Context: an optimization exercise on an open-source flow, tuned for small area, a short achievable clock period and few clock cycles. The choices shown serve that exercise and are no tape-out recipe.
At most, simulation tests tie the RTL to the original design; equivalence was not proved.
Function not checked in run 5: the RTL went through the layout flow alone.
Power figures rest on the tool's default switching activity, not on a simulated workload.

[flow/config.mk]
export PLATFORM = sky130hd
export DESIGN_NAME = dmc_top
export DESIGN_NICKNAME = dmc_top
export VERILOG_FILES = /design/flow/design.v
export SDC_FILE = /design/flow/constraint.sdc
export NUM_CORES = 4
export LEC_CHECK = 0
export CAP_MARGIN = 20
export CORE_MARGIN = 2
export CORE_UTILIZATION = 40
export SETUP_SLACK_MARGIN = 2.3
export SLEW_MARGIN = 20
[flow/constraint.sdc]
create_clock -name core_clock -period 5.0 [get_ports {clk_i}]
set_input_delay 1.0000 -clock core_clock [delete_from_list [all_inputs] [get_ports {clk_i}]]
set_output_delay 1.0000 -clock core_clock [all_outputs]
set_load 0.01 [all_outputs]
[flow/design.v]
module dmc_top (
    input         clk_i,
    input         rst_n_i,
    input         start_i,
    input         read_i,
    input         write_i,
    input  [31:0] address_i,
    input  [31:0] data_i,
    output [31:0] data_o,
    output        ready_o,
    output        mem_read_o,
    output        mem_write_o,
    output [31:0] mem_address_o,
    output [31:0] mem_data_o,
    input  [31:0] mem_data_i
);
reg [31:0]  store [0:15];      
reg [27:0]  tag   [0:3];
reg [3:0]   pres  [0:3];       
reg [3:0]   dirty;
reg        busy;               
reg        rdy;                
reg        mrd;                
reg [31:0] dreg;               
reg [31:0] wdat;               
reg        byp;                
reg        nbyp;               
reg        pw_v;
reg [3:0]  pw_a;               
reg        pw_mem;             
reg [27:0] vtag;               
reg [3:0]  ra_a;               
reg [3:0]  mm;                 
reg [3:0]  av;                 
reg [1:0]  wp;                 
reg [15:0] wsel;               
reg [31:0] mdo;                
reg        ord, owr;           
reg [1:0]  oj;                 
wire [1:0]  idx = address_i[3:2];
wire [1:0]  off = address_i[1:0];
wire [27:0] tg  = address_i[31:4];
wire        req = rdy && start_i && (read_i || write_i);
wire        rd  = read_i;
wire        wr  = !read_i;
wire [3:0]  match;
wire [15:0] asel;
wire [15:0] sel;
genvar g;
generate
    for (g = 0; g < 4; g = g + 1) begin : cmp
        assign match[g] = (tag[g] == tg);
    end
    for (g = 0; g < 16; g = g + 1) begin : dec
        assign asel[g] = address_i[3:0] == g;
        assign sel[g]  = (rdy && asel[g]) || wsel[g];
    end
endgenerate
wire [3:0]  pi      = pres[idx];
wire        valid   = |pi;
wire        thit    = valid && match[idx];
wire        dm      = valid && !match[idx] && dirty[idx];
wire        present = thit && pi[off];
wire [31:0] wbus = pw_mem ? mem_data_i : wdat;
reg  [31:0] rword;
integer k;
always @(*) begin
    rword = 32'd0;
    for (k = 0; k < 16; k = k + 1)
        rword = rword | ({32{sel[k]}} & store[k]);
end
wire        rfwd   = pw_v && (pw_a == address_i[3:0]);
wire        mfwd   = pw_v && (pw_a == {ra_a[3:2], wp});
wire [3:0]  mi     = ~pi;
wire [1:0]  mij    = mi[0] ? 2'd0 : mi[1] ? 2'd1 : mi[2] ? 2'd2 : 2'd3;
wire [1:0]  mmj    = mm[0] ? 2'd0 : mm[1] ? 2'd1 : mm[2] ? 2'd2 : 2'd3;
wire        wavail = av[wp] || (pw_v && pw_a[1:0] == wp);
wire        last   = owr && oj == 2'd3;
wire        issue_w = !last && mm == 4'd0 && wavail;
wire [1:0]  wp_n   = issue_w ? wp + 2'd1 : wp;
assign ready_o       = rdy;
assign data_o        = ({32{byp}} & mem_data_i) | ({32{nbyp}} & dreg);
assign mem_read_o    = mrd;
assign mem_write_o   = owr;
assign mem_address_o = ({32{rdy}} & address_i) | ({32{busy}} & {vtag, ra_a[3:2], oj});
assign mem_data_o    = mdo;
always @(posedge clk_i) begin
    if (pw_v)
        store[pw_a] <= wbus;
    if (req && rd)
        dreg <= rfwd ? wbus : rword;
    else if (byp)
        dreg <= mem_data_i;
    if (req && wr)
        wdat <= data_i;
    else if (busy && byp)
        wdat <= mem_data_i;
    mdo <= mfwd ? wbus : rword;
    byp  <= req && rd && !present;
    nbyp <= !(req && rd && !present);
    pw_v <= 1'b0;
    if (!busy) begin
        vtag <= tag[idx];
        ra_a <= address_i[3:0];
        av   <= pi;
        ord  <= mi != 4'd0;
        mrd  <= !(req && dm) || mi != 4'd0;
        owr  <= 1'b0;
        oj   <= mij;
        mm   <= mi & ~(4'd1 << mij);
        wp   <= 2'd0;
        wsel <= (req && dm) ? 16'd1 << {idx, 2'd0} : 16'd0;
    end
    if (req) begin
        tag[idx] <= tg;
        pw_a   <= address_i[3:0];
        pw_mem <= rd;
        if (dm) begin
            busy <= 1'b1;
            rdy  <= 1'b0;
        end else
            pw_v <= wr || !present;
        pres[idx]  <= (thit ? pi : 4'd0) | (4'd1 << off);
        dirty[idx] <= (thit && dirty[idx]) || wr;
    end
    if (busy) begin
        if (pw_v)
            av[pw_a[1:0]] <= 1'b1;
        if (ord) begin
            pw_v   <= 1'b1;
            pw_a   <= {ra_a[3:2], oj};
            pw_mem <= 1'b1;
        end
        wp   <= wp_n;
        wsel <= last ? 16'd0 : 16'd1 << {ra_a[3:2], wp_n};
        if (last) begin
            busy   <= 1'b0;
            rdy    <= 1'b1;
            mrd    <= 1'b1;
            ord    <= 1'b0;
            owr    <= 1'b0;
            pw_v   <= 1'b1;
            pw_a   <= ra_a;
            pw_mem <= 1'b0;
        end else if (mm != 4'd0) begin
            ord    <= 1'b1;
            mrd    <= 1'b1;
            owr    <= 1'b0;
            oj     <= mmj;
            mm     <= mm & ~(4'd1 << mmj);
        end else begin
            ord    <= 1'b0;
            mrd    <= 1'b0;
            owr    <= issue_w;
            oj     <= wp;
        end
    end
    if (!rst_n_i) begin
        busy <= 1'b0;
        rdy  <= 1'b1;
        mrd  <= 1'b1;
        byp  <= 1'b0;
        nbyp <= 1'b1;
        pw_v <= 1'b0;
        owr  <= 1'b0;
        wsel <= 16'd0;
        for (k = 0; k < 4; k = k + 1)
            pres[k] <= 4'd0;
    end
end
endmodule
[flow/flow/run.sh]
#!/bin/bash
# The standard layout, with the ports buffered by plain buffers instead of the
# delay cells buffer_ports picks by default.
set -euo pipefail
export BUFFER_PORTS_ARGS="-buffer_cell sky130_fd_sc_hd__buf_4"
bash standard.sh > standard.log 2>&1
[flow/standard.sh]
#!/bin/bash
# synth_recipe.tcl (not shown) runs the flow's synth.tcl, then flattens the netlist and writes it again
# the make line also repeats each setting of config.mk as NAME=value (left out here)
make -C /OpenROAD-flow-scripts/flow DESIGN_CONFIG=/design/flow/config.mk WORK_HOME=/design/flow/orfs CLKGATE_MAP_FILE= SYNTH_SCRIPT=/design/flow/synth_recipe.tcl "${@:-finish}"
==> flow_summary.ini, run 1 <==
[run_status]
status = complete, no violations

[yosys]
ys_seq_area_share_pct = 71.9
syn_nets = 2096
synth_area_um2 = 32700
postSynthAreaPerCell_um2 = 16.5
async_flop_share_pct = 0
yosys.cell_types.count = 66
syn-instance-count = 1987
synth_edf_count = 724
synth-main-ff-cell = edfxtp_1
synth.yosys.warnings = 1
ys_ff_latch = 813

[power]
ir_drop_uv = 243
seq_power_share_pct = 50.0
p_leak_nw = 14.0
p_per_area_nw_per_um2 = 404
intPower_w = 0.0121
switching_share_pct = 24.6
power_switching_w = 0.00396
p_clk_share_pct = 38.2
power_frac_comb_pct = 11.8

[layout]
nNetsFinal = 2364
syn2layout_area_growth_pct = 21.8
antenna_cells = 0
fillCellCount = 6622
post_route_cells_drive_above_1_share_pct = 29.5
final_area_um2 = 39900
final_cells = 3381

[placed_design]
dp.cells = 3160
portBuffers = 199
place_area_um2 = 35600
hpwl_um = 58100
place.gp.congestion = 0.840

[floorplan]
core_um2 = 80800
rows = 104
die_w_um = 290
die_area_um2 = 84100
pin_count = 200
fp.dieH_um = 290
initial_utilization_pct = 40.5

[timing]
rsz0062_at_grt = yes
fin_crit_ns = 2.83
setup_violations = 0
hold_ws_ns = 0.469
setup_tns_ns = 0
hold_viol = 0
drv_slew = 0
relSlewSlack_pct = 21.8
worst_pin_slew_ns = 1.17
timing.final.crit_share_pct = 56.7
fmax_mhz = 353
skew_ns = 0.0323

[critical_path]
reg2reg_from = pw_a[2]$_DFF_P_
rr_worst_depth = 3
worstReg2RegEnd = store[7][27]$_DFFE_PP_
criticalPathCategory = flop to flop
reg2reg_slack_ns = 2.17
critPathCaptureType = flop
worst_setup_path_start_kind = flop
cp.required_ns = 5.31
worstPathArrival_ns = 3.14
cp_max_fo = 21

[hold_path]
hold_path_depth = 2
hp-start = av[1]$_DFF_P_
min_to = av[1]$_DFF_P_
hold_class = flop to flop

[clocking]
cts_made_buffers = 81
cts_htree_levels = 3
path_clk_slew_ns = 0.06
clk_latency_ns = 0.64
clockBufferDepth = 3
cts-root-buf = clkbuf_16
cts_tree = yes
clock-sinks = 813

[drt]
drt_pass1_iterations = 7
drt_iter0_drc = 2473
via_count = 20400
vias_per_cell = 6.04
wl_per_cell_um = 29.9
drcViolationCount = 0
ant_nets = 0
wl_um = 101000

[flow_run]
cap_violations = 0

[grt]
first_global_vias = 19800
grt_max_degree = 51
grtUsageTotal_pct = 22.8
antenna_found_initial = 0
grt-ovfl-total = 0
grt_pass1_wl_um = 141000
## what timing repair did
action | 4_1_cts | 5_1_grt
cloned | 6 | 8
resized for setup | 89 | 64
hold buffers | 0 | 0
setup endpoints to repair | 402 | 209
setup buffers | 18 | 40
pin swaps | 15 | 29
## cells in the mapped netlist (22+ instances only)
library cell | count | area share (%)
dfxtp_1 | 89 | 5.4
mux2_2 | 67 | 2.3
a221oi_1 | 129 | 3.5
and4_1 | 32 | 0.86
xnor2_1 | 34 | 0.91
inv_1 | 49 | 0.56
xor2_1 | 83 | 2.2
edfxtp_1 | 724 | 66
clkbuf_1 | 51 | 0.58
nand2_1 | 38 | 0.44
buf_2 | 64 | 0.98
mux2i_1 | 50 | 1.5
mux4_2 | 32 | 2.2
o21ai_0 | 22 | 0.34
a21o_1 | 35 | 0.80
a21oi_1 | 29 | 0.44
nor2_1 | 54 | 0.62
a22o_1 | 190 | 5.1
## worst max-delay path: stages, from the launching register on
cell and delay, ns:
dfxtp_1 0.72, nand2b_1 0.40, nor2_4 0.94, buf_4 0.43
## power groups by stage
stage | clock network (W) | logic (W) | registers (W)
finish | 0.00616 | 0.00190 | 0.00805
global placement | 0 | 0.00168 | 0.00819
detailed placement | 0 | 0.00171 | 0.00820
floorplan | 0 | 0.000972 | 0.00811
CTS | 0.00622 | 0.00181 | 0.00804
global route | 0.00648 | 0.00200 | 0.00807
## cells by family after synthesis
kind of cell               share of synthesized area (%)
DFF                                                 71.9
AOI/OAI and AO/OA                                   11.9
and+or+nand+nor                                     3.83
buffers and inverters                               2.85
muxes                                               6.08
xor gates and xnor gates                            3.13
adders and majority gates                          0.306
## metal layers
layer	vias up	wire length [um]	GRT usage [%]
met5	-	0	0
met4	0	2070	5.92
met3	137	8840	3.93
met2	1049	47300	36.1
met1	10700	42900	32.7
li1	8579	-	-
## how the worst max path moves through the flow
stage,startpoint,endpoint,slack (ns),cells after the start
2_1_floorplan,address_i[2],dreg[19]$_DFFE_PP_,1.82,12
3_3_place_gp,address_i[2],dreg[6]$_DFFE_PP_,1.23,10
3_5_place_dp,address_i[2],dreg[6]$_DFFE_PP_,1.16,10
4_1_cts,pw_a[2]$_DFF_P_,store[7][27]$_DFFE_PP_,2.17,3
5_1_grt,pw_a[2]$_DFF_P_,store[7][26]$_DFFE_PP_,2.13,3
6_report,pw_a[2]$_DFF_P_,store[7][27]$_DFFE_PP_,2.17,3
## final cells by class
class	instances	area (um^2)	area share, %
Clock buffer	106	2260	5.68
Clock inverter	43	445	1.12
Inverter	54	262	0.656
Multi-Input combinational cell	980	9050	22.7
Sequential cell	813	23500	59.0
Tap cell	1060	1330	3.33
Timing Repair Buffer	325	2980	7.49
## flip-flops by register name, indices dropped and copies added, names as in the netlist, 2 cells and up
name   flops
av         4
dirty      4
dreg      32
mdo       32
mm         4
oj         2
pres      16
pw_a       4
ra_a       4
store    512
tag      112
vtag      28
wdat      32
wp         2
wsel      16
## metrics by stage
| step | util (%) | setup WS [ns] | power, W |
|---|---|---|---|
| after floorplan | - | 1.82 | 0.00908 |
| after global placement | 44.1 | 1.23 | 0.00987 |
| after detailed placement | 44.1 | 1.16 | 0.00991 |
| after CTS | 48.3 | 2.17 | 0.0161 |
| after global routing | 49.3 | 2.13 | 0.0165 |
| final | 49.3 | 2.17 | 0.0161 |
## placed cells by master, fill, tap and decap left out, types with 10 or more instances in the layout
master and n:
nor2_1 41, and4_1 20, clkbuf_1 14, a221oi_2 45, clkbuf_16 90, nand3_1 10, nor2_4 13, mux2i_1 50
a21o_1 26, mux2_2 63, xnor2_1 34, dfxtp_1 84, xor2_1 83, a21oi_1 28, clkinv_2 14, a211oi_1 16
buf_12 19, nand2_1 37, buf_4 283, clkinv_1 15, nand4_1 12, a221oi_1 84, a22o_1 186, mux4_2 32
edfxtp_1 724, nor4_1 14, o21ai_1 15, inv_1 47, o21ai_0 21
Testbench counts, summed over its fixed seeds: cycles 8,771.
==> run 2, diff against run 1 <==
--- a/flow/config.mk
+++ b/flow/config.mk
@@ -10,3 +10,3 @@
 export CORE_UTILIZATION = 40
-export SETUP_SLACK_MARGIN = 2.3
+export SETUP_SLACK_MARGIN = 2.6
 export SLEW_MARGIN = 20
==> run 2 against run 1 <==
Largest cell class unchanged; still clean; synthesized area unchanged; wire length grew 13%; utilization is 3.7 points higher; non-clock buffer count is 94 higher; cell area rose by 7.6%; critical endpoint is now data_o[15]; flip-flop and latch count unchanged; die area is the same; fmax up 4.6%; global-route usage increased by 2.8 points; highest routed layer unchanged; clock power is 3% lower.
==> flow_summary.ini, run 2 <==
[yosys]
synth_edf_count = 724
synth_compound_area_share_pct = 11.9
synth.yosys.warnings = 1
synth_top_family_by_area = compound AO/OA/AOI/OAI gates
async_flop_share_pct = 0
synth.most_common_cell = edfxtp_1
netlist.area_leader.share_pct = 66.4
ys_ff_latch = 813
synth-main-ff-cell = edfxtp_1
ys_seq_area_share_pct = 71.9
yosys.cell_types.count = 66
yosys.area_share.simple_pct = 3.83
syn_nets = 2096
syn-instance-count = 1987
yosys-top-cells-area = edfxtp_1 66%, dfxtp_1 5.4%, a22o_1 5.1%, a221oi_1 3.5%, mux2_2 2.3%
synth_top_area_cell = edfxtp_1
postSynthAreaPerCell_um2 = 16.5
synth_xor_area_share_pct = 3.13
synth-adder-area-share_pct = 0.306
synthMuxAreaShare_pct = 6.08
synthTopCellsByCount = 724 x edfxtp_1, 190 x a22o_1, 129 x a221oi_1
synth_area_um2 = 32700

[clocking]
cts-root-buf = clkbuf_16
clk_latency_ns = 0.65
cts_made_buffers = 81
cts_hold_buf = 0
clock-sinks = 813
path_clk_slew_ns = 0.06
cts_htree_levels = 3
cts_tree = yes
clockBufferDepth = 3

[layout]
nNetsFinal = 2457
final_common_cell = edfxtp_1
layout_common_cells = 724 x edfxtp_1, 232 x buf_4, 182 x a22o_1
top_regs = store (512), tag (112)
syn2layout_area_growth_pct = 31.0
largest_register_ffs = 512
post_route_cells_drive_above_1_share_pct = 38.7
largest_register = store

[critical_path]
critPathCaptureType = output pin
cp_max_fo = 4
criticalPathCategory = flop to output pin
worstPathArrival_ns = 1.71
worst_setup_path_start_kind = flop
cp.required_ns = 4.00

[floorplan]
die_w_um = 290
rows = 104
die_area_um2 = 84100
fp.dieH_um = 290
core_um2 = 80800
initial_utilization_pct = 40.5
pin_count = 200

[power]
p_per_area_nw_per_um2 = 382
switching_share_pct = 25.2
power.total_w = 0.0164
power_frac_comb_pct = 14.1
p_leak_nw = 15.1
seq_power_share_pct = 49.2
p_clk_share_pct = 36.6
intPower_w = 0.0122
ir_drop_uv = 232
power_switching_w = 0.00413

[drt]
wl_per_cell_um = 32.9
vias_per_cell = 6.21
wl_um = 114000
drt_iter0_drc = 3009
drt_pass1_iterations = 5
drcViolationCount = 0
via_count = 21600
ant_nets = 0

[timing]
skew_ns = 0.0394
hold_viol = 0
timing.final.crit_share_pct = 54.2
drv_slew = 0
fin_crit_ns = 2.71
fmax_mhz = 369
worst_pin_slew_ns = 0.894
setup_violations = 0
rsz0062_at_grt = yes
setup_tns_ns = 0
relSlewSlack_pct = 40.3

[placed_design]
place.gp.congestion = 0.826
portBuffers = 199
hpwl_um = 57300

[grt]
grt_pass1_wl_um = 156000
grtUsageTotal_pct = 25.6
antenna_found_initial = 2
grt_max_degree = 39
first_global_vias = 20800
grt-ovfl-total = 0

[flow_run]
cap_violations = 0

[run_status]
status = complete, no violations

[hold_path]
hold_class = flop to flop
## run 2: changes by cell type in the layout (fill, tap and decap cells not counted), moves of 11 or more
cell	delta
and4_4	+11
a221oi_1	-73
a211oi_2	+12
a21oi_1	-14
buf_4	-51
a221oi_2	+66
buf_12	+29
buf_6	+83
a21oi_2	+11
buf_16	+28
a211oi_1	-12
## run 2: power by group through the flow
stage	registers [W]	clock network [W]	logic, W
final	0.00806	0.00600	0.00232
after detailed placement	0.00819	0	0.00173
after floorplan	0.00811	0	0.00100
after CTS	0.00805	0.00602	0.00210
after global placement	0.00818	0	0.00170
after global routing	0.00808	0.00631	0.00241
## run 2: layout make-up
cell class	count	area [um^2]
diodes	1	2.50
clock buffers	110	2220
clock inverters	36	335
fillers	6304	37900
inverters	54	307
multi-input cells	979	10200
flip-flops and latches	813	23500
well taps	1060	1330
repair buffers	419	5000
## run 2: repair_timing
action,4_1_cts,5_1_grt
gates cloned,33,11
endpoints found under the setup margin,535,352
resized for setup,345,161
pin swaps,123,116
buffers inserted,93,30
## run 2: path summary, 6_finish.rpt
kind | start | endpoint | slack, ns | cells after the start
max | byp$_SDFF_PN0_ | data_o[15] | 2.29 | 4
min | av[3]$_DFF_P_ | av[3]$_DFF_P_ | 0.47 | 2
max reg2reg | rdy$_SDFF_PN1_ | dreg[29]$_DFFE_PP_ | 2.31 | 10
min reg2reg | av[3]$_DFF_P_ | av[3]$_DFF_P_ | 0.47 | 2
## run 2: kinds of logic (layout without fill, tap and decap cells)
kind of cell | count (synthesis) | count (layout)
AO/OA/AOI/OAI | 480 | 481
XOR/XNOR | 117 | 117
multiplexers | 150 | 150
flip-flops | 813 | 813
buffers and inverters | 198 | 619
AND/OR/NAND/NOR | 221 | 223
other | 0 | 1
adder cells (fa/ha/maj) | 8 | 8
## run 2: layer usage
| metal | up-vias | wire length, um | track usage (%) |
|---|---|---|---|
| met4 | 0 | 3670 | 8.56 |
| met2 | 1365 | 52900 | 39.9 |
| met5 | - | 0 | 0 |
| met1 | 11200 | 46200 | 35.8 |
| met3 | 199 | 11500 | 5.48 |
| li1 | 8770 | - | - |
## run 2: critical path, cell delays in order, from the launching register on
cell and delay [ns]:
dfxtp_4 0.41, buf_12 0.15, buf_6 0.11, a22o_4 0.27, buf_6 0.13
## run 2: stage by stage
step                      cells  hold slack [ns]  setup slack, ns  utilization, %  area, um^2
after floorplan            1987            0.439             1.84               -       33200
after global placement     3157            0.452             1.23            44.1       35700
after detailed placement   3158            0.465             1.18            44.2       35700
after CTS                  3430            0.471             2.26            51.4       41500
after global routing       3472            0.504             2.26            53.1       42900
final                      3472            0.466             2.29            53.1       42900
==> run 3, diff against run 2 <==
--- a/flow/config.mk
+++ b/flow/config.mk
@@ -10,3 +10,4 @@
 export CORE_UTILIZATION = 40
-export SETUP_SLACK_MARGIN = 2.6
+export CTS_BUF_LIST = sky130_fd_sc_hd__clkbuf_8
+export SETUP_SLACK_MARGIN = 2.0
 export SLEW_MARGIN = 20
==> run 3 against run 2 <==
Still clean; sequential share of layout area up 7.0 points; clock skew up 0.0032 ns; register-to-register slack worse by 0.21 ns; count of clock-buffer cells in the layout up 27; first-iteration DRC count down 23%; synthesized cell count unchanged; total power down 8.2%; sequential power about the same; global-route usage down 2.9 points; wire length down 15%.
==> flow_summary.ini, run 3 <==
[power]
switching_share_pct = 25.8
intPower_w = 0.0112
p_per_area_nw_per_um2 = 395
power_frac_comb_pct = 11.7
ir_drop_uv = 178
seq_power_share_pct = 53.5
power_switching_w = 0.00388
p_clk_share_pct = 34.8
p_leak_nw = 13.2

[yosys]
synth_edf_count = 724
yosys-top-cells-area = edfxtp_1 66%, dfxtp_1 5.4%, a22o_1 5.1%, a221oi_1 3.5%, mux2_2 2.3%
ys_seq_area_share_pct = 71.9
synth_area_um2 = 32700
synth.yosys.warnings = 1
synth_top_area_cell = edfxtp_1
syn_nets = 2096
synth.most_common_cell = edfxtp_1
synth-main-ff-cell = edfxtp_1
synthTopCellsByCount = 724 x edfxtp_1, 190 x a22o_1, 129 x a221oi_1
ys_ff_latch = 813
syn-instance-count = 1987
netlist.area_leader.share_pct = 66.4
postSynthAreaPerCell_um2 = 16.5
yosys.cell_types.count = 66
async_flop_share_pct = 0

[clocking]
clockBufferDepth = 3
cts-root-buf = clkbuf_8
cts_made_buffers = 131
clk_latency_ns = 0.79
cts_tree = yes
cts_htree_levels = 4
clock-sinks = 813
path_clk_slew_ns = 0.06

[critical_path]
crit_path_max_incr_delay_ns = 0.39
worstPathArrival_ns = 1.91
worst_setup_path_start_kind = flop
path_cells = buf_4, a22o_1, buf_4
criticalPathCategory = flop to output pin
cp_max_fo = 34
reg2reg_slack_ns = 2.10
rr_worst_depth = 3
cpMaxStageDelayCell = buf_4
cp.required_ns = 4.00
path_common_cell = buf_4
critPathCaptureType = output pin

[placed_design]
place_area_um2 = 35600
pre_cts_slack_ns = 1.17
place.gp.congestion = 0.805
portBuffers = 199
hpwl_um = 56700

[grt]
first_global_vias = 19700
grt-ovfl-total = 0
grt_pass1_wl_um = 140000
grtUsageTotal_pct = 22.7
antenna_found_initial = 4
grt_max_degree = 51

[drt]
drcViolationCount = 0
wl_um = 97200
drt_pass1_iterations = 7
vias_per_cell = 5.92
wl_per_cell_um = 28.8
via_count = 20000
ant_nets = 0
drt_iter0_drc = 2315

[layout]
post_route_cells_drive_above_1_share_pct = 24.8
final_area_um2 = 38000
nNetsFinal = 2336
layout_common_cells = 724 x edfxtp_1, 232 x buf_4, 190 x a22o_1
largest_register_ffs = 512
largest_register = store
syn2layout_area_growth_pct = 16.1
final_common_cell = edfxtp_1
top_regs = store (512), tag (112)

[timing]
setup_violations = 0
rsz0062_at_grt = yes
drv_slew = 0
skew_ns = 0.0426
setup_tns_ns = 0
relSlewSlack_pct = 25.3
fmax_mhz = 344
timing.final.crit_share_pct = 58.2
worst_pin_slew_ns = 1.12
fin_crit_ns = 2.91
timing.final.ws_setup_ns = 2.09
hold_viol = 0

[floorplan]
die_area_um2 = 84100
die_w_um = 290
core_um2 = 80800
fp.dieH_um = 290
pin_count = 200
initial_utilization_pct = 40.5
rows = 104

[flow_run]
cap_violations = 0

[run_status]
status = complete, no violations

[hold_path]
hold_path_depth = 2
hold_class = flop to flop
run 3: path summary, 6_finish.rpt:
check	end	startpoint
worst min register to register	av[3]$_DFF_P_	av[3]$_DFF_P_
worst max-delay path	data_o[17]	byp$_SDFF_PN0_
worst max register to register	store[7][20]$_DFFE_PP_	pw_a[2]$_DFF_P_
worst min-delay path	av[3]$_DFF_P_	av[3]$_DFF_P_
run 3: through the flow:
step,power (W),std cells,utilization (%),hold slack (ns)
floorplan,0.00908,1987,-,0.439
global placement,0.00986,3148,43.9,0.458
detailed placement,0.00990,3150,44.0,0.464
CTS,0.0151,3373,47.0,0.432
global route,0.0155,3379,47.0,0.461
finish,0.0150,3379,47.0,0.477
run 3: area by class of cell:
type | count | area [um^2]
inverters | 54 | 226
flip-flops and latches | 813 | 23500
multi-input cells | 976 | 8510
repair buffers | 251 | 2090
clock buffers | 137 | 1890
clock inverters | 85 | 438
diodes | 3 | 7.51
fillers | 6830 | 42800
well taps | 1060 | 1330
run 3: what timing repair did:
| item | in CTS | in global routing |
|---|---|---|
| hold buffers | 0 | 0 |
| setup buffers | 1 | 3 |
| setup endpoints to repair | 203 | 23 |
| gates resized for setup | 9 | 8 |
| gates cloned | 0 | 0 |
| hold endpoints to repair | 0 | 0 |
run 3: worst max-delay path: cells and delay by family (launching register included):
kind	cells	cell delay (ns)
compound gates	1	0.26
flops	1	0.31
buf+inv	2	0.52
run 3: cells by family (layout without fill, tap and decap cells):
logic type	Yosys count	in the layout	synth area share, %
flip-flops	813	813	71.9
buffers and inverters	198	527	2.85
other	0	3	0
multiplexers	150	150	6.08
AND/OR/NAND/NOR	221	221	3.83
adder cells (fa/ha/maj)	8	8	0.306
XOR/XNOR	117	117	3.13
AO/OA/AOI/OAI	480	480	11.9
run 3: power groups by stage:
stage | Clock (W) | Combinational [W] | Sequential [W]
4_1_cts | 0.00531 | 0.00174 | 0.00804
2_1_floorplan | 0 | 0.000970 | 0.00811
5_1_grt | 0.00561 | 0.00186 | 0.00806
3_3_place_gp | 0 | 0.00169 | 0.00817
6_report | 0.00523 | 0.00176 | 0.00804
3_5_place_dp | 0 | 0.00172 | 0.00818
run 3: per-layer routing:
| metal | GRT usage (%) | vias to the layer above | routed length [um] |
|---|---|---|---|
| met2 | 35.3 | 1007 | 45400 |
| met4 | 6.07 | 0 | 1810 |
| met1 | 32.1 | 10400 | 42100 |
| met5 | 0 | - | 0 |
| met3 | 5.14 | 140 | 7930 |
| li1 | - | 8510 | - |
==> run 4, diff against run 3 <==
--- a/flow/flow/run.sh
+++ b/flow/flow/run.sh
@@ -4,3 +4,3 @@
 set -euo pipefail
-export BUFFER_PORTS_ARGS="-buffer_cell sky130_fd_sc_hd__buf_4"
+export BUFFER_PORTS_ARGS="-buffer_cell sky130_fd_sc_hd__buf_2"
 bash standard.sh > standard.log 2>&1
--- a/flow/config.mk
+++ b/flow/config.mk
@@ -10,3 +10,2 @@
 export CORE_UTILIZATION = 40
-export CTS_BUF_LIST = sky130_fd_sc_hd__clkbuf_8
 export SETUP_SLACK_MARGIN = 2.0
==> run 4 against run 3 <==
Clock skew is 0.0044 ns lower; critical path depth up 5; critical path type is now input pin to flop; still clean; total power grew 5.8%; register-to-register slack worse by 0.02 ns; critical endpoint is now dirty[3]$_DFFE_PP_; fmax down 1.8%; sequential power barely moved; count of clock-buffer cells in the layout down 21.
==> flow_summary.ini, run 4 <==
[run_status]
status = complete, no violations

[yosys]
yosys.cell_types.count = 66
ys_ff_latch = 813
netlist.area_leader.share_pct = 66.4
synth-main-ff-cell = edfxtp_1
postSynthAreaPerCell_um2 = 16.5
synth_area_um2 = 32700
syn_nets = 2096
synth.most_common_cell = edfxtp_1
synth_top_area_cell = edfxtp_1
syn-instance-count = 1987
synthTopCellsByCount = 724 x edfxtp_1, 190 x a22o_1, 129 x a221oi_1
synth.yosys.warnings = 1
ys_seq_area_share_pct = 71.9
async_flop_share_pct = 0
synth_edf_count = 724
yosys-top-cells-area = edfxtp_1 66%, dfxtp_1 5.4%, a22o_1 5.1%, a221oi_1 3.5%, mux2_2 2.3%

[critical_path]
worstPathArrival_ns = 3.39
rr_worst_depth = 7
critPathCaptureType = flop
cp.required_ns = 5.42
criticalPathCategory = input pin to flop
worst_setup_path_start_kind = input pin
cp_max_fo = 10

[timing]
skew_ns = 0.0383
relSlewSlack_pct = 22.7
setup_tns_ns = 0
hold_ws_ns = 0.478
hold_viol = 0
timing.final.ws_setup_ns = 2.04
fin_crit_ns = 2.96
rsz0062_at_grt = yes
drv_slew = 0
setup_violations = 0
timing.final.crit_share_pct = 59.3
worst_pin_slew_ns = 1.16
fmax_mhz = 337

[grt]
grt_max_degree = 45
grt_pass1_wl_um = 136000
antenna_found_initial = 2
grt-ovfl-total = 0
grtUsageTotal_pct = 21.8
first_global_vias = 19500

[drt]
via_count = 19700
vias_per_cell = 5.94
drt_pass1_iterations = 5
wl_um = 94300
drt_iter0_drc = 2192
drcViolationCount = 0
ant_nets = 0
wl_per_cell_um = 28.5

[clocking]
clockBufferDepth = 3
cts_made_buffers = 81
clock-sinks = 813
clk_latency_ns = 0.65
cts-root-buf = clkbuf_16
cts_htree_levels = 3
cts_tree = yes
path_clk_slew_ns = 0.06

[hold_path]
hold_class = flop to flop
hold_path_depth = 2

[placed_design]
portBuffers = 199
pre_cts_slack_ns = 1.09
place.gp.congestion = 0.827
dp.cells = 3150
place_area_um2 = 35000
hpwl_um = 55600

[power]
p_clk_share_pct = 39.1
p_per_area_nw_per_um2 = 420
power_frac_comb_pct = 10.3
seq_power_share_pct = 50.6
ir_drop_uv = 262
power_switching_w = 0.00389
switching_share_pct = 24.5
intPower_w = 0.0120
p_leak_nw = 13.0

[layout]
syn2layout_area_growth_pct = 15.7
post_route_cells_drive_above_1_share_pct = 24.4
largest_register = store
final_area_um2 = 37900
final_common_cell = edfxtp_1
final_cells = 3308
fillCellCount = 6813
layout_common_cells = 724 x edfxtp_1, 199 x buf_2, 190 x a22o_1
top_regs = store (512), tag (112)
nNetsFinal = 2286
largest_register_ffs = 512

[floorplan]
die_area_um2 = 84100
rows = 104
initial_utilization_pct = 40.5
die_w_um = 290
pin_count = 200
core_um2 = 80800
fp.dieH_um = 290

[flow_run]
cap_violations = 0
==> run 4: cell counts after synthesis <==
Identical to the previous run, type by type.
==> run 4: layout make-up <==
type / instances / area, um^2 / area share (%)
Sequential cell: 813 / 23500 / 62.1
Multi-Input combinational cell: 976 / 8530 / 22.5
Clock buffer: 116 / 2320 / 6.13
Timing Repair Buffer: 251 / 1520 / 4.00
Tap cell: 1060 / 1330 / 3.50
Clock inverter: 36 / 419 / 1.11
Inverter: 54 / 226 / 0.598
Antenna cell: 2 / 5.00 / 0.0132
==> run 4: kinds of logic (layout without fill, tap and decap cells) <==
logic type	after synthesis	count (layout)	synth area share, %
AO/OA/AOI/OAI	480	480	11.9
XOR/XNOR	117	117	3.13
adder cells (fa/ha/maj)	8	8	0.306
buffers and inverters	198	457	2.85
flip-flops	813	813	71.9
multiplexers	150	150	6.08
other	0	2	0
AND/OR/NAND/NOR	221	221	3.83
==> run 4: routing by layer <==
metal | vias to the layer above | routed length, um | global-route usage, %
met5 | - | 0 | 0
met4 | 0 | 2170 | 6.36
met3 | 132 | 8190 | 4.96
met2 | 915 | 44200 | 34.8
met1 | 10200 | 39800 | 30.0
li1 | 8416 | - | -
==> run 4: per-stage QoR <==
stage / utilization [%] / power [W]
2_1_floorplan: - / 0.00908
6_report: 46.9 / 0.0159
3_5_place_dp: 43.3 / 0.00979
5_1_grt: 46.9 / 0.0164
3_3_place_gp: 43.3 / 0.00975
4_1_cts: 46.8 / 0.0160
==> run 4: final timing paths <==
path / start / to / slack (ns)
max: address_i[31] / dirty[3]$_DFFE_PP_ / 2.04
min: av[0]$_DFF_P_ / av[0]$_DFF_P_ / 0.48
max reg2reg: rdy$_SDFF_PN1_ / dreg[31]$_DFFE_PP_ / 2.08
min reg2reg: av[0]$_DFF_P_ / av[0]$_DFF_P_ / 0.48
==> run 4: repair_timing <==
item | 4_1_cts | 5_1_grt
pin swaps | 0 | 0
cloned | 0 | 0
hold endpoints to repair | 0 | 0
buffers inserted | 2 | 0
hold buffers | 0 | 0
endpoints found under the setup margin | 227 | 21
resized for setup | 21 | 14
==> run 4: power groups by stage <==
stage                     registers [W]  logic (W)  clock network [W]
after floorplan                 0.00811   0.000970                  0
after global routing            0.00806    0.00175            0.00655
after CTS                       0.00804    0.00163            0.00631
after detailed placement        0.00818    0.00161                  0
after global placement          0.00817    0.00158                  0
final                           0.00804    0.00164            0.00622
==> run 4: worst max-delay path: stages <==
cell	delay, ns
buf_2	0.19
xor2_1	0.18
nor4_1	0.54
nand4_1	0.20
nor4_1	0.50
o32a_2	0.42
a21boi_4	0.12
o41ai_2	0.23
==> run 5, diff against run 4 <==
--- a/flow/design.v
+++ b/flow/design.v
@@ -58,7 +58,14 @@
 endgenerate
+wire [3:0]  lv, lh, ld, lp;
+generate
+    for (g = 0; g < 4; g = g + 1) begin : line_state
+        assign lv[g] = |pres[g];
+        assign lh[g] = lv[g] && match[g];
+        assign ld[g] = lv[g] && !match[g] && dirty[g];
+        assign lp[g] = lh[g] && pres[g][off];
+    end
+endgenerate
 wire [3:0]  pi      = pres[idx];
-wire        valid   = |pi;
-wire        thit    = valid && match[idx];
-wire        dm      = valid && !match[idx] && dirty[idx];
-wire        present = thit && pi[off];
+wire        dm      = ld[idx];
+wire        present = lp[idx];
 wire [31:0] wbus = pw_mem ? mem_data_i : wdat;
@@ -122,4 +129,7 @@
             pw_v <= wr || !present;
-        pres[idx]  <= (thit ? pi : 4'd0) | (4'd1 << off);
-        dirty[idx] <= (thit && dirty[idx]) || wr;
+        for (k = 0; k < 4; k = k + 1)
+            if (idx == k) begin
+                pres[k]  <= (lh[k] ? pres[k] : 4'd0) | (4'd1 << off);
+                dirty[k] <= (lh[k] && dirty[k]) || wr;
+            end
     end
--- a/flow/flow/run.sh
+++ b/flow/flow/run.sh
@@ -4,3 +4,3 @@
 set -euo pipefail
-export BUFFER_PORTS_ARGS="-buffer_cell sky130_fd_sc_hd__buf_2"
+export BUFFER_PORTS_ARGS="-buffer_cell sky130_fd_sc_hd__buf_4"
 bash standard.sh > standard.log 2>&1
--- a/flow/config.mk
+++ b/flow/config.mk
@@ -10,2 +10,3 @@
 export CORE_UTILIZATION = 40
+export CTS_BUF_LIST = sky130_fd_sc_hd__clkbuf_8
 export SETUP_SLACK_MARGIN = 2.0
==> run 5 against run 4 <==
Fmax grew 0.88%; count of clock-buffer cells in the layout grew 27; clock power down about 10%; combinational power decreased by 24%; die area shrank 0.42%; utilization rose by 0.50 points; critical path depth grew 1; cell area grew 0.75%; first-iteration DRC count up 9.7%; via count up 2.0%; sequential power is 3.0% lower.
==> flow_summary.ini, run 5 <==
[timing]
relSlewSlack_pct = 22.7
skew_ns = 0.0380
drv_slew = 0
hold_ws_ns = 0.461
timing.final.crit_share_pct = 58.8
hold_viol = 0
fin_crit_ns = 2.94
timing.final.ws_setup_ns = 2.06
setup_violations = 0
rsz0062_at_grt = no
fmax_mhz = 340
setup_tns_ns = 0
worst_pin_slew_ns = 1.16

[clocking]
cts-root-buf = clkbuf_8
clk_latency_ns = 0.79
cts_tree = yes
clock-sinks = 813
clockBufferDepth = 3
cts_made_buffers = 138
cts_hold_buf = 0
path_clk_slew_ns = 0.06
cts_htree_levels = 4

[drt]
via_count = 20000
wl_um = 95600
drt_iter0_drc = 2405
drt_pass1_iterations = 5
drcViolationCount = 0
wl_per_cell_um = 27.7
vias_per_cell = 5.81
ant_nets = 0

[layout]
largest_register_ffs = 512
largest_register = store
nNetsFinal = 2377
final_cells = 3448
post_route_cells_drive_above_1_share_pct = 24.1
layout_common_cells = 724 x edfxtp_1, 250 x buf_4, 158 x a22oi_1
syn2layout_area_growth_pct = 17.1
final_common_cell = edfxtp_1
top_regs = store (512), tag (112)

[hold_path]
hold_path_depth = 2
hold_class = flop to flop
hp-start = av[1]$_DFF_P_
min_to = av[1]$_DFF_P_

[critical_path]
cp_max_fo = 26
cpMaxStageDelayCell = nor3_1
worstPathArrival_ns = 3.45
rr_worst_depth = 7
crit_path_max_incr_delay_ns = 0.44
worstReg2RegEnd = pw_v$_SDFF_PN0_
path_common_cell = buf_4
criticalPathCategory = input pin to flop
path_cells = buf_4, nand3b_1, o21bai_4, buf_4, a22oi_1, nand4_1, nor3_1, nand2_1, a22o_1
reg2reg_slack_ns = 2.09
critical_path.top_delay_family = simple AND/OR/NAND/NOR gates
cp.required_ns = 5.51
critPathBufInv = 2
reg2reg_from = tag[0][6]$_DFFE_PP_
critPathCaptureType = flop
worst_setup_path_start_kind = input pin

[placed_design]
pre_cts_slack_ns = 1.23
hpwl_um = 57500
portBuffers = 199
place.gp.congestion = 0.815
dp.cells = 3192

[yosys]
yosys.cell_types.count = 60
async_flop_share_pct = 0
synthTopCellsByCount = 724 x edfxtp_1, 158 x a22oi_1, 148 x a22o_1
synth_area_um2 = 32600
synth.most_common_cell = edfxtp_1
yosys-top-cells-area = edfxtp_1 67%, dfxtp_1 5.5%, a22o_1 4.0%, a22oi_1 3.6%, xnor2_1 3.1%
synth.yosys.warnings = 2
synth_top_area_cell = edfxtp_1
netlist.area_leader.share_pct = 66.7
ys_ff_latch = 813
synth_edf_count = 724
syn_nets = 2118
ys_seq_area_share_pct = 72.2
syn-instance-count = 2017
postSynthAreaPerCell_um2 = 16.2
synth-main-ff-cell = edfxtp_1

[floorplan]
pin_count = 200
die_w_um = 289
initial_utilization_pct = 40.5
die_area_um2 = 83800
core_um2 = 80500
rows = 104
fp.dieH_um = 289

[power]
ir_drop_uv = 217
p_leak_nw = 13.1
p_per_area_nw_per_um2 = 383
power.total_w = 0.0146

[grt]
grtUsageTotal_pct = 22.7
grt_max_degree = 61
grt_pass1_wl_um = 138000
antenna_found_initial = 4
first_global_vias = 20300
grt-ovfl-total = 0

[run_status]
status = complete, no violations

[flow_run]
cap_violations = 0
==> run 5: cell count changes in the layout (fill, tap and decap cells not counted), moves of 24 or more <==
cell and delta:
a21o_1 -24, mux2_2 -27, a221oi_1 -65, clkbuf_16 -83, buf_4 +214, xor2_1 -75, nand2_1 +35, a22o_1 -42
buf_2 -199, nand4_1 +37, a22oi_1 +157, inv_1 +49, xnor2_1 +80, clkbuf_8 +130
==> run 5: what timing repair did <==
item	in CTS	in global routing
pin swaps	0	1
setup buffers	4	0
resized for setup	10	4
endpoints found under the setup margin	103	6
==> run 5: report_power, final <==
| group | switching (W) | internal [W] | total (W) | leakage, nW |
|---|---|---|---|---|
| sequential | 0.000103 | 0.00769 | 0.00780 | 7.34 |
| combinational | 0.000776 | 0.000461 | 0.00124 | 4.25 |
| clock | 0.00272 | 0.00285 | 0.00557 | 1.50 |
| total | 0.00360 | 0.0110 | 0.0146 | 13.1 |
==> run 5: cell families after synthesis <==
kind of cell	share of synthesized area [%]
AND/OR/NAND/NOR	4.63
buffers and inverters	2.76
multiplexers	5.71
AO/OA/AOI/OAI	11.4
flip-flops	72.2
XOR/XNOR	3.28
==> run 5: cell type report <==
| class | instances | area [um^2] |
|---|---|---|
| diodes | 2 | 5.00 |
| flip-flops and latches | 813 | 23500 |
| multi-input cells | 1017 | 8450 |
| clock buffers | 143 | 1970 |
| well taps | 1060 | 1330 |
| clock inverters | 107 | 614 |
| repair buffers | 264 | 2110 |
| fillers | 6843 | 42400 |
| inverters | 42 | 158 |
==> run 5: per-layer routing <==
metal	up-vias	GRT usage (%)	wire, um
met5	-	0	27
met4	4	8.58	2630
met3	159	3.99	7100
met2	937	37.1	46800
met1	10300	30.3	39100
li1	8631	-	-
==> run 5: worst min-delay path: stages (launching register included) <==
cell and delay [ns]:
dfxtp_1 0.31, inv_1 0.05, a31oi_1 0.06
==> run 5: through the flow <==
| stage | util (%) | cell area [um^2] |
|---|---|---|
| 5_1_grt | 47.4 | 38200 |
| 3_5_place_dp | 44.0 | 35500 |
| 2_1_floorplan | - | 32600 |
| 4_1_cts | 47.4 | 38100 |
| 6_report | 47.4 | 38200 |
| 3_3_place_gp | 44.0 | 35400 |
==> run 5: worst max path at each step <==
stage,from,end,depth (start not counted)
floorplan,read_i,pres[3][3]$_SDFFE_PN0P_,6
global placement,address_i[3],dreg[23]$_DFFE_PP_,9
detailed placement,address_i[3],dreg[28]$_DFFE_PP_,9
CTS,byp$_SDFF_PN0_,data_o[3],3
global route,address_i[3],dreg[23]$_DFFE_PP_,9
finish,address_i[0],dreg[23]$_DFFE_PP_,9
==> run 6, diff against run 5 <==
--- a/flow/design.v
+++ b/flow/design.v
@@ -89,3 +89,3 @@
 assign data_o        = ({32{byp}} & mem_data_i) | ({32{nbyp}} & dreg);
-assign mem_read_o    = mrd;
+assign mem_read_o    = (rdy && start_i && read_i) || mrd;
 assign mem_write_o   = owr;
@@ -113,3 +113,3 @@
         ord  <= mi != 4'd0;
-        mrd  <= !(req && dm) || mi != 4'd0;
+        mrd  <= req && dm && mi != 4'd0;
         owr  <= 1'b0;
@@ -148,3 +148,3 @@
             rdy    <= 1'b1;
-            mrd    <= 1'b1;
+            mrd    <= 1'b0;
             ord    <= 1'b0;
@@ -170,3 +170,3 @@
         rdy  <= 1'b1;
-        mrd  <= 1'b1;
+        mrd  <= 1'b0;
         byp  <= 1'b0;
==> run 6 against run 5 <==
Utilization is 0.084 points higher; global-route usage rose by 0.16 points; non-clock buffer count increased by 2; count of clock-buffer cells in the layout down 1; cell area grew 0.18%; still clean on timing, DRC and antenna.
==> flow_summary.ini, run 6 <==
[yosys]
synth.most_common_cell = edfxtp_1
synthTopCellsByCount = 724 x edfxtp_1, 132 x a22o_1, 132 x a22oi_1
async_flop_share_pct = 0
syn-instance-count = 2022
synth_top_area_cell = edfxtp_1
ys_seq_area_share_pct = 72.2
ys_ff_latch = 813
yosys.cell_types.count = 58
synth_area_um2 = 32600
syn_nets = 2123
netlist.area_leader.share_pct = 66.7
postSynthAreaPerCell_um2 = 16.1
synth.yosys.warnings = 2
synth_edf_count = 724
yosys-top-cells-area = edfxtp_1 67%, dfxtp_1 5.5%, a22o_1 3.5%, a22oi_1 3.0%, xnor2_1 3.0%
synth-main-ff-cell = edfxtp_1

[layout]
syn2layout_area_growth_pct = 17.3
nNetsFinal = 2391
post_route_cells_drive_above_1_share_pct = 25.0
fillCellCount = 6841
layout_common_cells = 724 x edfxtp_1, 252 x buf_4, 142 x clkbuf_8
final_common_cell = edfxtp_1
largest_register = store
final_cells = 3459
top_regs = store (512), tag (112)
final_area_um2 = 38200
largest_register_ffs = 512

[power]
ir_drop_uv = 199
power_frac_comb_pct = 9.0
seq_power_share_pct = 53.4
p_leak_nw = 13.1
power_switching_w = 0.00368
switching_share_pct = 25.1
p_clk_share_pct = 37.6
intPower_w = 0.0110
p_per_area_nw_per_um2 = 384

[drt]
drt_iter0_drc = 2374
drt_pass1_iterations = 6
via_count = 20100
vias_per_cell = 5.81
drcViolationCount = 0
wl_um = 96900
wl_per_cell_um = 28.0
ant_nets = 0

[grt]
grt-ovfl-total = 0
grt_max_degree = 62
antenna_found_initial = 2
grtUsageTotal_pct = 22.9
first_global_vias = 20000
grt_pass1_wl_um = 139000

[clocking]
clk_latency_ns = 0.80
cts_made_buffers = 138
cts_hold_buf = 0
clockBufferDepth = 3
cts-root-buf = clkbuf_8
clock-sinks = 813
cts_htree_levels = 4
path_clk_slew_ns = 0.06
cts_tree = yes

[flow_run]
cap_violations = 0

[timing]
skew_ns = 0.0475
fmax_mhz = 329
drv_slew = 0
fin_crit_ns = 3.04
setup_violations = 0
relSlewSlack_pct = 19.9
hold_viol = 0
worst_pin_slew_ns = 1.20
rsz0062_at_grt = yes
setup_tns_ns = 0
timing.final.crit_share_pct = 60.8

[critical_path]
cp_max_fo = 26
critical_path.top_delay_family = compound AO/OA/AOI/OAI gates
cp.required_ns = 5.62
reg2reg_slack_ns = 2.14
rr_worst_depth = 7
worstPathArrival_ns = 3.66
criticalPathCategory = input pin to flop
path_common_cell = buf_4
path_cells = buf_4, nor2_2, a31o_2, buf_4, a22o_1, a221oi_1, and4_1, mux2_2, o21ai_1
critPathBufInv = 2
crit_path_max_incr_delay_ns = 0.92
worst_setup_path_start_kind = input pin
cpMaxStageDelayCell = a31o_2
cp.depth = 9
critPathCaptureType = flop

[placed_design]
portBuffers = 199
dp.cells = 3198
place.gp.congestion = 0.863
place_area_um2 = 35500
hpwl_um = 58500

[floorplan]
fp.dieH_um = 289
die_area_um2 = 83800
initial_utilization_pct = 40.5
rows = 104
die_w_um = 289
pin_count = 200
core_um2 = 80500

[hold_path]
hold_path_depth = 2
hold_class = flop to flop

[run_status]
status = complete, no violations
[run 6: cell count changes in the layout (fill, tap and decap cells not counted), moves of 8 or more]
cell      change
a21oi_1      -32
a221oi_1     +11
a22o_1       -16
a22oi_1      -26
inv_1         +8
mux2_2       +28
nand2_1      +18
o21ai_1      +32
[run 6: path summary, 6_finish.rpt]
check | from | to
worst min register to register | av[1]$_DFF_P_ | av[1]$_DFF_P_
worst min-delay path | av[1]$_DFF_P_ | av[1]$_DFF_P_
worst max register to register | tag[0][15]$_DFFE_PP_ | mrd$_SDFF_PN0_
worst max-delay path | address_i[3] | dreg[13]$_DFFE_PP_
[run 6: final cells by class]
class                      instances  area, um^2  share of cell area, %
antenna                            1        2.50                0.00655
clock buffer                     142        1950                   5.11
clock inverter                   106         577                   1.51
inverter                          45         169                  0.442
multi-input combinational       1026        8550                   22.4
sequential                       813       23500                   61.6
tap                             1060        1330                   3.47
timing repair buffer             266        2110                   5.53
[run 6: worst register-to-register path: cells and delay by family (launching register included)]
kind	cells	cell delay [ns]
AOI/OAI and AO/OA	2	0.29
xor gates and xnor gates	1	0.23
and+or+nand+nor	4	1.72
DFF	1	0.41
[run 6: kinds of logic (layout without fill, tap and decap cells)]
group,count (synthesis),in the layout,share of synthesized area (%)
compound gates,430,431,10.4
other cells,0,1,0
simple gates,307,307,4.86
mux,166,166,6.77
xor+xnor,122,122,3.28
buf+inv,184,559,2.47
flops,813,813,72.2
[run 6: stage by stage]
step	util (%)	power (W)	hold WS, ns	worst slack [ns]
after CTS	47.4	0.0148	0.420	1.99
after detailed placement	44.1	0.00928	0.464	1.14
after global routing	47.5	0.0152	0.441	1.96
final	47.5	0.0147	0.465	1.96
after global placement	44.1	0.00926	0.446	1.21
after floorplan	-	0.00866	0.431	1.37
[run 6: what timing repair did]
action	CTS	global route
cloned	1	0
resized for setup	16	6
endpoints found under the setup margin	101	39
pin swaps	4	0
setup buffers	10	1
[run 6: per-layer routing]
metal	GRT usage [%]	part of all wire, %	routed length (um)
met4	6.20	1.9	1860
met1	32.1	42	41000
met3	4.72	8.3	8090
met5	0	0.011	11
met2	36.2	47	45900
[run 6: power groups by stage]
stage / Clock (W) / Sequential, W / Combinational (W)
6_report: 0.00552 / 0.00784 / 0.00132
5_1_grt: 0.00591 / 0.00786 / 0.00140
4_1_cts: 0.00562 / 0.00784 / 0.00131
3_5_place_dp: 0 / 0.00799 / 0.00130
3_3_place_gp: 0 / 0.00798 / 0.00128
2_1_floorplan: 0 / 0.00794 / 0.000721
Testbench counts of run 6, summed over its fixed seeds: cycles 8,771.
==> run 7, diff against run 6 <==
--- a/flow/config.mk
+++ b/flow/config.mk
@@ -10,3 +10,2 @@
 export CORE_UTILIZATION = 40
-export CTS_BUF_LIST = sky130_fd_sc_hd__clkbuf_8
 export SETUP_SLACK_MARGIN = 2.0
==> run 7 against run 6 <==
Sequential power is essentially flat; critical path depth grew 1; hold slack is essentially flat; largest power group unchanged; worst setup slack gained 0.052 ns; die area is the same; cell area grew 1.1%; combinational power is essentially flat; flip-flop and latch count is the same.
==> flow_summary.ini, run 7 <==
[yosys]
postSynthAreaPerCell_um2 = 16.1
synth.most_common_cell = edfxtp_1
syn_nets = 2123
synth.yosys.warnings = 2
yosys-top-cells-area = edfxtp_1 67%, dfxtp_1 5.5%, a22o_1 3.5%, a22oi_1 3.0%, xnor2_1 3.0%
synth-main-ff-cell = edfxtp_1
yosys.cell_types.count = 58
netlist.area_leader.share_pct = 66.7
ys_ff_latch = 813
synth_area_um2 = 32600
synth_top_area_cell = edfxtp_1
syn-instance-count = 2022
synthTopCellsByCount = 724 x edfxtp_1, 132 x a22o_1, 132 x a22oi_1
async_flop_share_pct = 0
ys_seq_area_share_pct = 72.2
synth_edf_count = 724

[floorplan]
pin_count = 200
die_w_um = 289
core_um2 = 80500
fp.dieH_um = 289
rows = 104
initial_utilization_pct = 40.5
die_area_um2 = 83800

[drt]
vias_per_cell = 5.91
drcViolationCount = 0
ant_nets = 0
drt_iter0_drc = 2384
wl_um = 96400
wl_per_cell_um = 28.6
via_count = 19900
drt_pass1_iterations = 6

[layout]
post_route_cells_drive_above_1_share_pct = 24.3
syn2layout_area_growth_pct = 18.6
nNetsFinal = 2341
largest_register_ffs = 512
final_cells = 3373
largest_register = store
layout_common_cells = 724 x edfxtp_1, 256 x buf_4, 132 x a22o_1, 132 x a22oi_1, 111 x xnor2_1
top_regs = store (512), tag (112)
final_common_cell = edfxtp_1
final_util_pct = 48.0
antenna_cells = 0

[clocking]
clockBufferDepth = 3
path_clk_slew_ns = 0.06
cts-root-buf = clkbuf_16
clock-sinks = 813
cts_hold_buf = 0
clk_latency_ns = 0.66
cts_htree_levels = 3
cts_tree = yes
cts_made_buffers = 86

[timing]
timing.final.crit_share_pct = 59.7
relSlewSlack_pct = 20.4
setup_tns_ns = 0
timing.final.ws_setup_ns = 2.01
rsz0062_at_grt = yes
drv_slew = 0
fin_crit_ns = 2.99
worst_pin_slew_ns = 1.19
hold_viol = 0
skew_ns = 0.0425
setup_violations = 0
fmax_mhz = 335

[power]
p_per_area_nw_per_um2 = 406
power_switching_w = 0.00368
power_frac_comb_pct = 8.4
seq_power_share_pct = 49.9
p_leak_nw = 13.0
intPower_w = 0.0120
p_clk_share_pct = 41.6
switching_share_pct = 23.4
ir_drop_uv = 272

[placed_design]
dp.cells = 3198
portBuffers = 199
pre_cts_slack_ns = 1.14
place.gp.congestion = 0.863
hpwl_um = 58500

[critical_path]
reg2reg_slack_ns = 2.09
cp_max_fo = 14
reg2reg_from = rdy$_SDFF_PN1_
critPathCaptureType = flop
worst_setup_path_start_kind = input pin
worstReg2RegEnd = dreg[31]$_DFFE_PP_
rr_worst_depth = 8
criticalPathCategory = input pin to flop
worstPathArrival_ns = 3.33
cp.required_ns = 5.34

[grt]
grt-ovfl-total = 0
grt_max_degree = 62
grtUsageTotal_pct = 22.7
first_global_vias = 19500
grt_pass1_wl_um = 137000
antenna_found_initial = 0

[hold_path]
hp-start = av[1]$_DFF_P_
hold_class = flop to flop
min_to = av[1]$_DFF_P_
hold_path_depth = 2

[flow_run]
cap_violations = 0

[run_status]
status = complete, no violations
run 7: kinds of logic after synthesis:
logic type | count (synthesis) | synth area share [%]
AOI/OAI and AO/OA | 430 | 10.4
buffers and inverters | 184 | 2.47
xor gates and xnor gates | 122 | 3.28
muxes | 166 | 6.77
DFF | 813 | 72.2
and+or+nand+nor | 307 | 4.86
run 7: how the worst max path moves through the flow:
stage                        start                       to  slack, ns
global route        rdy$_SDFF_PN1_  pres[2][2]$_SDFFE_PN0P_       1.98
floorplan                  start_i  pres[2][3]$_SDFFE_PN0P_       1.37
global placement      address_i[1]       dreg[13]$_DFFE_PP_       1.21
CTS                   address_i[3]       dreg[13]$_DFFE_PP_       1.88
detailed placement    address_i[3]       dreg[30]$_DFFE_PP_       1.14
finish                address_i[3]       dreg[26]$_DFFE_PP_       2.01
run 7: power by group through the flow:
stage,registers (W),logic [W],clock network [W]
3_3_place_gp,0.00798,0.00128,0
2_1_floorplan,0.00794,0.000721,0
5_1_grt,0.00786,0.00141,0.00688
4_1_cts,0.00784,0.00132,0.00662
3_5_place_dp,0.00799,0.00130,0
6_report,0.00784,0.00132,0.00654
run 7: area by class of cell:
cell class / instances / area, um^2
Fill cell: 6734 / 41900
Timing Repair Buffer: 268 / 2130
Multi-Input combinational cell: 1026 / 8580
Inverter: 45 / 173
Clock inverter: 52 / 583
Clock buffer: 109 / 2330
Sequential cell: 813 / 23500
Tap cell: 1060 / 1330
run 7: through the flow:
step,power [W],instance area (um^2),hold slack [ns]
after floorplan,0.00866,32600,0.431
after global placement,0.00926,35500,0.446
after detailed placement,0.00928,35500,0.464
after CTS,0.0158,38600,0.471
after global routing,0.0161,38700,0.491
final,0.0157,38700,0.464
run 7: what timing repair did:
| action | in CTS | in global routing |
|---|---|---|
| gates resized for setup | 12 | 12 |
| endpoints found under the setup margin | 119 | 40 |
| gates cloned | 1 | 0 |
| pin swaps | 5 | 0 |
| buffers inserted | 13 | 0 |
run 7: layer usage:
metal  track usage, %  routed length [um]  vias up
met4             7.06                2890        0
met2             35.6               45200     1014
li1                 -                   -     8534
met5                0                   0        -
met1             32.0               40200    10200
met3             4.32                8130      173
run 7: critical path: stages:
cell	delay, ns
buf_4	0.21
nand2b_2	0.41
o21bai_4	0.12
buf_12	0.17
buf_4	0.16
a22oi_1	0.20
nand4_1	0.13
nor3_1	0.57
mux2_2	0.29
o21ai_1	0.05
==> run 8, diff against run 7 <==
--- a/flow/config.mk
+++ b/flow/config.mk
@@ -10,3 +10,4 @@
 export CORE_UTILIZATION = 40
-export SETUP_SLACK_MARGIN = 2.0
+export CTS_BUF_LIST = sky130_fd_sc_hd__clkbuf_8
+export SETUP_SLACK_MARGIN = 2.1
 export SLEW_MARGIN = 20
==> run 8 against run 7 <==
Clock skew increased by 0.0038 ns; cell area decreased by 0.76%; die area did not move; final cell count is 2.8% higher; largest cell class unchanged; wire length grew 1.1%; still clean on timing, DRC and antenna; fmax is 4.2% higher; combinational power is essentially flat; first-iteration DRC count rose by 1.1%; critical path depth is 6 lower; flip-flop and latch count unchanged; via count up 1.7%.
==> flow_summary.ini, run 8 <==
[timing]
fmax_mhz = 349
fin_crit_ns = 2.87
hold_ws_ns = 0.464
setup_violations = 0
rsz0062_at_grt = yes
relSlewSlack_pct = 21.3
timing.final.crit_share_pct = 57.3
worst_pin_slew_ns = 1.18
skew_ns = 0.0463
hold_viol = 0
setup_tns_ns = 0
drv_slew = 0

[yosys]
postSynthAreaPerCell_um2 = 16.1
async_flop_share_pct = 0
synth.yosys.warnings = 2
syn-instance-count = 2022
synth_top_area_cell = edfxtp_1
ys_ff_latch = 813
netlist.area_leader.share_pct = 66.7
synth_area_um2 = 32600
yosys-top-cells-area = edfxtp_1 67%, dfxtp_1 5.5%, a22o_1 3.5%, a22oi_1 3.0%, xnor2_1 3.0%
synth-main-ff-cell = edfxtp_1
ys_seq_area_share_pct = 72.2
synthTopCellsByCount = 724 x edfxtp_1, 132 x a22o_1, 132 x a22oi_1
synth.most_common_cell = edfxtp_1
yosys.cell_types.count = 58
synth_edf_count = 724
syn_nets = 2123

[placed_design]
place.gp.congestion = 0.863
place_area_um2 = 35500
portBuffers = 199
hpwl_um = 58500
dp.cells = 3198

[critical_path]
critPathCaptureType = output pin
crit_path_max_incr_delay_ns = 0.35
cp_max_fo = 30
criticalPathCategory = input pin to output pin
path_cells = buf_4, buf_6, a22o_1, buf_4
cpMaxStageDelayCell = buf_6
path_common_cell = buf_4
critical_path.top_delay_family = buffers and inverters
worstPathArrival_ns = 1.87
critPathBufInv = 3
worst_setup_path_start_kind = input pin
cp.required_ns = 4.00

[power]
ir_drop_uv = 207
p_per_area_nw_per_um2 = 383
power.total_w = 0.0147
p_clk_share_pct = 37.6
p_leak_nw = 13.2
switching_share_pct = 25.1
intPower_w = 0.0110
seq_power_share_pct = 53.4
power_switching_w = 0.00368
power_frac_comb_pct = 9.1

[drt]
drt_pass1_iterations = 6
wl_per_cell_um = 28.1
via_count = 20300
drcViolationCount = 0
vias_per_cell = 5.84
ant_nets = 0
wl_um = 97400
drt_iter0_drc = 2410

[floorplan]
fp.dieH_um = 289
core_um2 = 80500
die_area_um2 = 83800
rows = 104
pin_count = 200
die_w_um = 289
initial_utilization_pct = 40.5

[layout]
syn2layout_area_growth_pct = 17.7
largest_register_ffs = 512
largest_register = store
post_route_cells_drive_above_1_share_pct = 25.3
final_common_cell = edfxtp_1
nNetsFinal = 2398
top_regs = store (512), tag (112)
final_cells = 3468
fillCellCount = 6821
final_area_um2 = 38400
layout_common_cells = 724 x edfxtp_1, 257 x buf_4, 142 x clkbuf_8

[clocking]
cts_made_buffers = 138
clock-sinks = 813
cts_hold_buf = 0
clk_latency_ns = 0.80
cts_htree_levels = 4
cts-root-buf = clkbuf_8
path_clk_slew_ns = 0.06
cts_tree = yes
clockBufferDepth = 3

[grt]
grtUsageTotal_pct = 23.0
antenna_found_initial = 1
grt_max_degree = 62
grt-ovfl-total = 0
first_global_vias = 20000
grt_pass1_wl_um = 139000

[flow_run]
cap_violations = 0

[run_status]
status = complete, no violations

[hold_path]
hold_class = flop to flop
[run 8: stage by stage]
stage	util, %	setup slack, ns
after floorplan	-	1.37
after global placement	44.1	1.21
after detailed placement	44.1	1.14
after CTS	47.5	2.04
after global routing	47.6	2.10
final	47.6	2.13
[run 8: power groups by stage]
stage               sequential (W)  combinational (W)  clock, W
floorplan                  0.00794           0.000721         0
global placement           0.00798            0.00128         0
detailed placement         0.00799            0.00130         0
CTS                        0.00784            0.00132   0.00562
global route               0.00786            0.00142   0.00591
finish                     0.00784            0.00133   0.00552
[run 8: worst reg2reg max path: stages, from the launching register on]
cell and delay (ns):
dfxtp_1 0.74, nand2_1 0.39, nor2_4 0.86, buf_4 0.46
[run 8: cell families after synthesis]
logic type	count (synthesis)	share of synthesized area, %
xor+xnor	122	3.28
buf+inv	184	2.47
mux	166	6.77
compound gates	430	10.4
flops	813	72.2
simple gates	307	4.86
[run 8: per-layer routing]
metal / share of wire (%) / GRT usage [%]
met5: 0 / 0
met4: 2.2 / 6.34
met3: 8.4 / 4.97
met2: 47 / 36.3
met1: 42 / 32.2
[run 8: cell type report]
cell class | count | area, um^2 | area share (%)
Clock inverter | 106 | 577 | 1.50
Sequential cell | 813 | 23500 | 61.3
Multi-Input combinational cell | 1026 | 8580 | 22.4
Inverter | 45 | 169 | 0.440
Clock buffer | 142 | 1950 | 5.09
Antenna cell | 3 | 7.51 | 0.0196
Tap cell | 1060 | 1330 | 3.46
Timing Repair Buffer | 273 | 2220 | 5.79
[run 8: final timing paths]
kind	cells past startpoint	to	start	slack, ns
setup / recovery	4	mem_address_o[3]	address_i[3]	2.13
setup reg to reg	3	store[14][0]$_DFFE_PP_	pw_a[3]$_DFF_P_	2.20
hold / removal	2	av[1]$_DFF_P_	av[1]$_DFF_P_	0.46
hold reg to reg	2	av[1]$_DFF_P_	av[1]$_DFF_P_	0.46
[run 8: timing repair]
action,4_1_cts,5_1_grt
pin swaps,3,0
setup buffers,15,2
cloned,2,0
hold endpoints to repair,0,0
setup endpoints to repair,183,25
resized for setup,21,9
==> run 9, diff against run 8 <==
--- a/flow/flow/run.sh
+++ b/flow/flow/run.sh
@@ -4,3 +4,3 @@
 set -euo pipefail
-export BUFFER_PORTS_ARGS="-buffer_cell sky130_fd_sc_hd__buf_4"
+export BUFFER_PORTS_ARGS="-buffer_cell sky130_fd_sc_hd__buf_2"
 bash standard.sh > standard.log 2>&1
--- a/flow/config.mk
+++ b/flow/config.mk
@@ -11,3 +11,3 @@
 export CTS_BUF_LIST = sky130_fd_sc_hd__clkbuf_8
-export SETUP_SLACK_MARGIN = 2.1
+export SETUP_SLACK_MARGIN = 2.0
 export SLEW_MARGIN = 20
==> run 9 against run 8 <==
Die area unchanged; largest power group unchanged; hold slack about the same; worst setup slack worse by 0.12 ns; count of clock-buffer cells in the layout down 1; global-route usage down 0.23 points; still clean; utilization down 0.53 points; non-clock buffer count up 4; critical path type unchanged; sequential share of layout area up 0.69 points; synthesized area unchanged; cell area down 1.1%.
==> flow_summary.ini, run 9 <==
[run_status]
status = complete, no violations

[yosys]
synthMuxAreaShare_pct = 6.77
synth-adder-area-share_pct = 0
netlist.area_leader.share_pct = 66.7
yosys.cell_types.count = 58
synth_edf_count = 724
ys_ff_latch = 813
syn-instance-count = 2022
yosys.area_share.simple_pct = 4.86
synth_area_um2 = 32600
async_flop_share_pct = 0
ys_seq_area_share_pct = 72.2
synth-main-ff-cell = edfxtp_1
synthTopCellsByCount = 724 x edfxtp_1, 132 x a22o_1, 132 x a22oi_1
synth_compound_area_share_pct = 10.4

[flow_run]
cap_violations = 0

[layout]
post_route_cells_drive_above_1_share_pct = 25.4
largest_register = store
sequential_cell_area_um2 = 23500
fillCellCount = 6871
nNetsFinal = 2403
layout_common_cells = 724 x edfxtp_1, 199 x buf_2, 141 x clkbuf_8
largest_register_ffs = 512
syn2layout_area_growth_pct = 16.4
multi_input_area_um2 = 8630

[timing]
setup_violations = 0
relSlewSlack_pct = 25.2
hold_viol = 0
fin_crit_ns = 2.99
fmax_mhz = 335
skew_ns = 0.0557
setup_tns_ns = 0
rsz0062_at_grt = yes
timing.final.crit_share_pct = 59.7

[clocking]
cts-root-buf = clkbuf_8
clock-sinks = 813
cts_htree_levels = 4
path_clk_slew_ns = 0.05
cts_tree = yes
cts_made_buffers = 137

[hold_path]
hold_class = flop to flop
hp-start = av[0]$_DFF_P_

[grt]
grtUsageTotal_pct = 22.8
grt_max_degree = 43
first_global_vias = 20100
grt-ovfl-total = 0
grt_pass1_wl_um = 138000

[drt]
vias_per_cell = 5.87
drt_iter0_drc = 2506
ant_nets = 0
drt_pass1_iterations = 6
wl_um = 97900

[floorplan]
die_area_um2 = 83800
rows = 104
initial_utilization_pct = 40.5
core_um2 = 80500
fp.dieH_um = 289

[critical_path]
critPathBufInv = 3
worst_setup_path_start_kind = input pin
reg2reg_from = tag[3][13]$_DFFE_PP_
cp_max_fo = 34
reg2reg_slack_ns = 2.01
crit_path_max_incr_delay_ns = 0.41
criticalPathCategory = input pin to output pin
cpMaxStageDelayCell = buf_8

[placed_design]
place_area_um2 = 35000
pre_cts_slack_ns = 0.964
portBuffers = 199
hpwl_um = 58200

[power]
ir_drop_uv = 209
p_leak_nw = 13.0
run 9: cell counts after synthesis:
No cell type changed its count.
run 9: repair_timing:
item	4_1_cts	5_1_grt
hold endpoints to repair	0	0
setup endpoints to repair	181	15
pin swaps	0	6
resized for setup	19	14
gates cloned	0	3
setup buffers	9	8
run 9: cell type report:
type | instances | area share (%)
Antenna cell | 2 | 0.0132
Tap cell | 1060 | 3.50
Clock inverter | 104 | 1.75
Clock buffer | 141 | 5.11
Timing Repair Buffer | 277 | 4.42
Inverter | 45 | 0.445
Multi-Input combinational cell | 1028 | 22.7
Sequential cell | 813 | 62.0
run 9: layer usage:
metal | global-route usage, % | wire length (um) | vias to the layer above
met3 | 4.35 | 7390 | 178
met4 | 7.58 | 2710 | 0
met1 | 31.0 | 40600 | 10500
li1 | - | - | 8700
met2 | 36.7 | 47200 | 989
met5 | 0 | 0 | -
run 9: through the flow:
| stage | hold slack, ns | std cells | utilization [%] | power, W |
|---|---|---|---|---|
| global placement | 0.441 | 3203 | 43.4 | 0.00920 |
| detailed placement | 0.456 | 3203 | 43.4 | 0.00922 |
| finish | 0.464 | 3470 | 47.1 | 0.0148 |
| CTS | 0.439 | 3457 | 46.9 | 0.0148 |
| global route | 0.462 | 3470 | 47.1 | 0.0153 |
| floorplan | 0.431 | 2022 | - | 0.00866 |
run 9: worst reg2reg max path, delay by kind of cell, from the launching register on:
kind	cells	cell delay, ns
DFF	1	0.40
xor gates and xnor gates	1	0.32
and+or+nand+nor	4	1.81
AOI/OAI and AO/OA	2	0.30
run 9: kinds of logic (layout without fill, tap and decap cells):
kind of cell	count (synthesis)	count (layout)
flip-flops	813	813
AO/OA/AOI/OAI	430	433
AND/OR/NAND/NOR	307	307
buffers and inverters	184	567
multiplexers	166	166
XOR/XNOR	122	122
other	0	2
run 9: path summary, 6_finish.rpt:
path,end,cells after the start
setup / recovery,mem_address_o[2],4
hold / removal,av[0]$_DFF_P_,2
setup reg to reg,mrd$_SDFF_PN0_,7
hold reg to reg,av[0]$_DFF_P_,2
run 9: power breakdown:
part	switching (W)	internal [W]
clock	0.00278	0.00288
combinational	0.000844	0.000435
sequential	0.000117	0.00772
total	0.00375	0.0110

Setup slack of run 9, layout unchanged: 2.013 ns with ideal ports, 1.968 ns with driving cells assumed (clock clkbuf_16, inputs buf_2), 1.211 ns with port delays also shifted by the 0.849 ns mid clock arrival.
